Context: an optimization exercise on an open-source flow, tuned for small area. The choices shown serve that exercise and are no tape-out recipe.
The RTL was checked by simulation tests, not by an equivalence proof against the original design.

==> pepper <==
==> flow/design.v (excerpt) <==
module spi2usb_sync (
    input         clk,
    input         rst_n,
    input         CS,
    input         SI,
    output        SO,
    output [7:0]  WEN_o,
    output [16:0] A_o,
    output [63:0] D_o,
    input  [63:0] Q,
    input         ready,
    output        CEN_N,
    output        wr,
    output        rd,
    output [7:0]  xdatai_cpu2apb,
    output        ready_cpu2apb,
    input  [7:0]  xdatao,
    input  [23:0] xaddress,
    input         xdatawr,
    input         xdatard
);
Settings: LEC_CHECK=0, CAP_MARGIN=20, CORE_MARGIN=2, CORE_UTILIZATION=50, CTS_BUF_LIST=sky130_fd_sc_hd__clkbuf_16, CTS_CLUSTER_DIAMETER=80, CTS_CLUSTER_SIZE=30, SLEW_MARGIN=20; clock period 10.0 ns.
run.sh (not shown) runs the stock make flow with config.mk's settings and CLKGATE_MAP_FILE= SYNTH_SCRIPT=/design/flow/synth_recipe.tcl, a recipe that flattens the netlist after the stock synthesis.
==> yarrow: changes against pepper <==
==> flow/flow/run.sh (new file) <==
#!/bin/bash
# Standard ORFS layout with two changes: ports are buffered with the smallest
# buffer, and the clock tree uses larger sink clusters without dummy loads.
set -euo pipefail
CTS="-sink_clustering_enable -repair_clock_nets -sink_clustering_size 30 -sink_clustering_max_diameter 80 -buf_list sky130_fd_sc_hd__clkbuf_16 -dont_use_dummy_load"
bash standard.sh "BUFFER_PORTS_ARGS=-buffer_cell sky130_fd_sc_hd__buf_1" "CTS_ARGS=$CTS" finish > standard_flow.log 2>&1
==> flow/standard.sh (new file) <==
#!/bin/bash
# synth_recipe.tcl (not shown) runs the flow's synth.tcl, then flattens the netlist and writes it again
# the make line also repeats each setting of config.mk as NAME=value (left out here)
make -C /OpenROAD-flow-scripts/flow DESIGN_CONFIG=/design/flow/config.mk WORK_HOME=/design/flow/orfs CLKGATE_MAP_FILE= SYNTH_SCRIPT=/design/flow/synth_recipe.tcl "${@:-finish}"
--- a/flow/config.mk
+++ b/flow/config.mk
@@ -8,7 +8,4 @@
 export CAP_MARGIN = 20
 export CORE_MARGIN = 2
 export CORE_UTILIZATION = 50
-export CTS_BUF_LIST = sky130_fd_sc_hd__clkbuf_16
-export CTS_CLUSTER_DIAMETER = 80
-export CTS_CLUSTER_SIZE = 30
 export SLEW_MARGIN = 20
removed: flow/run.sh
==> flow_metrics.tcl <==
set metrics [dict create \
    status "no timing/DRC/antenna violations" \
    regToRegSetupSlack_ps 2130 \
    crit_family "buffers and inverters" \
    power_density_nw_per_um2 190.6 \
    relSlewSlack_pct 27.97 \
    final-clk-cell-share_pct 3.712 \
    final_cell_mix "dfrtp_1 (470), mux2_2 (332), nand2_1 (272)" \
]
The numbers above come from pepper.

==> flow_metrics.tcl <==
set metrics [dict create \
    status "no timing/DRC/antenna violations" \
    relSlewSlack_pct 23.69 \
    final-clk-cell-share_pct 2.916 \
    power_density_nw_per_um2 191.9 \
    final_cell_mix "dfrtp_1 (470), mux2_2 (332), nand2_1 (272)" \
    regToRegSetupSlack_ps 2250 \
]
The numbers above come from yarrow.



==> inputs of run M <==
Another version of the RTL of spi2usb_sync (not shown whole).
// spi2usb_sync
module spi2usb_sync (
    input         clk,
    input         rst_n,
    input         CS,
    input         SI,
    output        SO,
    output [7:0]  WEN_o,
    output [16:0] A_o,
    output [63:0] D_o,
    input  [63:0] Q,
    input         ready,
    output        CEN_N,
    output        wr,
    output        rd,
    output [7:0]  xdatai_cpu2apb,
    output        ready_cpu2apb,
    input  [7:0]  xdatao,
    input  [23:0] xaddress,
    input         xdatawr,
    input         xdatard
);
Settings: LEC_CHECK=0, CAP_MARGIN=20, CORE_MARGIN=2, CORE_UTILIZATION=40, SLEW_MARGIN=20; clock period 10.0 ns.
Stock flow here: none of the scripts above is used.
==> run Z: changes against run M <==
CORE_UTILIZATION = 70   (was 40)
CTS_BUF_LIST = sky130_fd_sc_hd__clkbuf_4   (was default)
==> results_dict.tcl <==
set metrics [dict create \
    vias 20100 \
    die_area_um2 72900 \
    die_w_um 270 \
    core_um2 70000 \
    multi_input_area_share_pct 36.8 \
    fin_worst_skew_ns 0.0224 \
    post_route_cells_drive_above_1_share_pct 22.6 \
    p_switching_mw 1.83 \
    p_total_mw 6.46 \
    grtUsageMet2_pct 34.7 \
    grt_pass1_vias 20300 \
    cp_slowest_stage_delay_ns 0.60 \
    nNetsFinal 2791 \
    finalWorstSetupSlack_ns 1.11 \
    status "complete, no violations" \
]
-- figures above: run M

==> results_dict.tcl <==
set metrics [dict create \
    fin_worst_skew_ns 0.116 \
    multi_input_area_share_pct 37.6 \
    post-route-util_pct 81.7 \
    post_route_cells_drive_above_1_share_pct 26.7 \
    vias 21200 \
    p_total_mw 6.20 \
    num-multi-input-gates 1710 \
    status "complete, no violations" \
    die_area_um2 42100 \
    core_um2 39800 \
    grt_pass1_vias 21500 \
    ys_warn_count 11 \
    die_w_um 205 \
    finalWorstSetupSlack_ns 0.961 \
    p_switching_mw 1.83 \
]
-- figures above: run Z

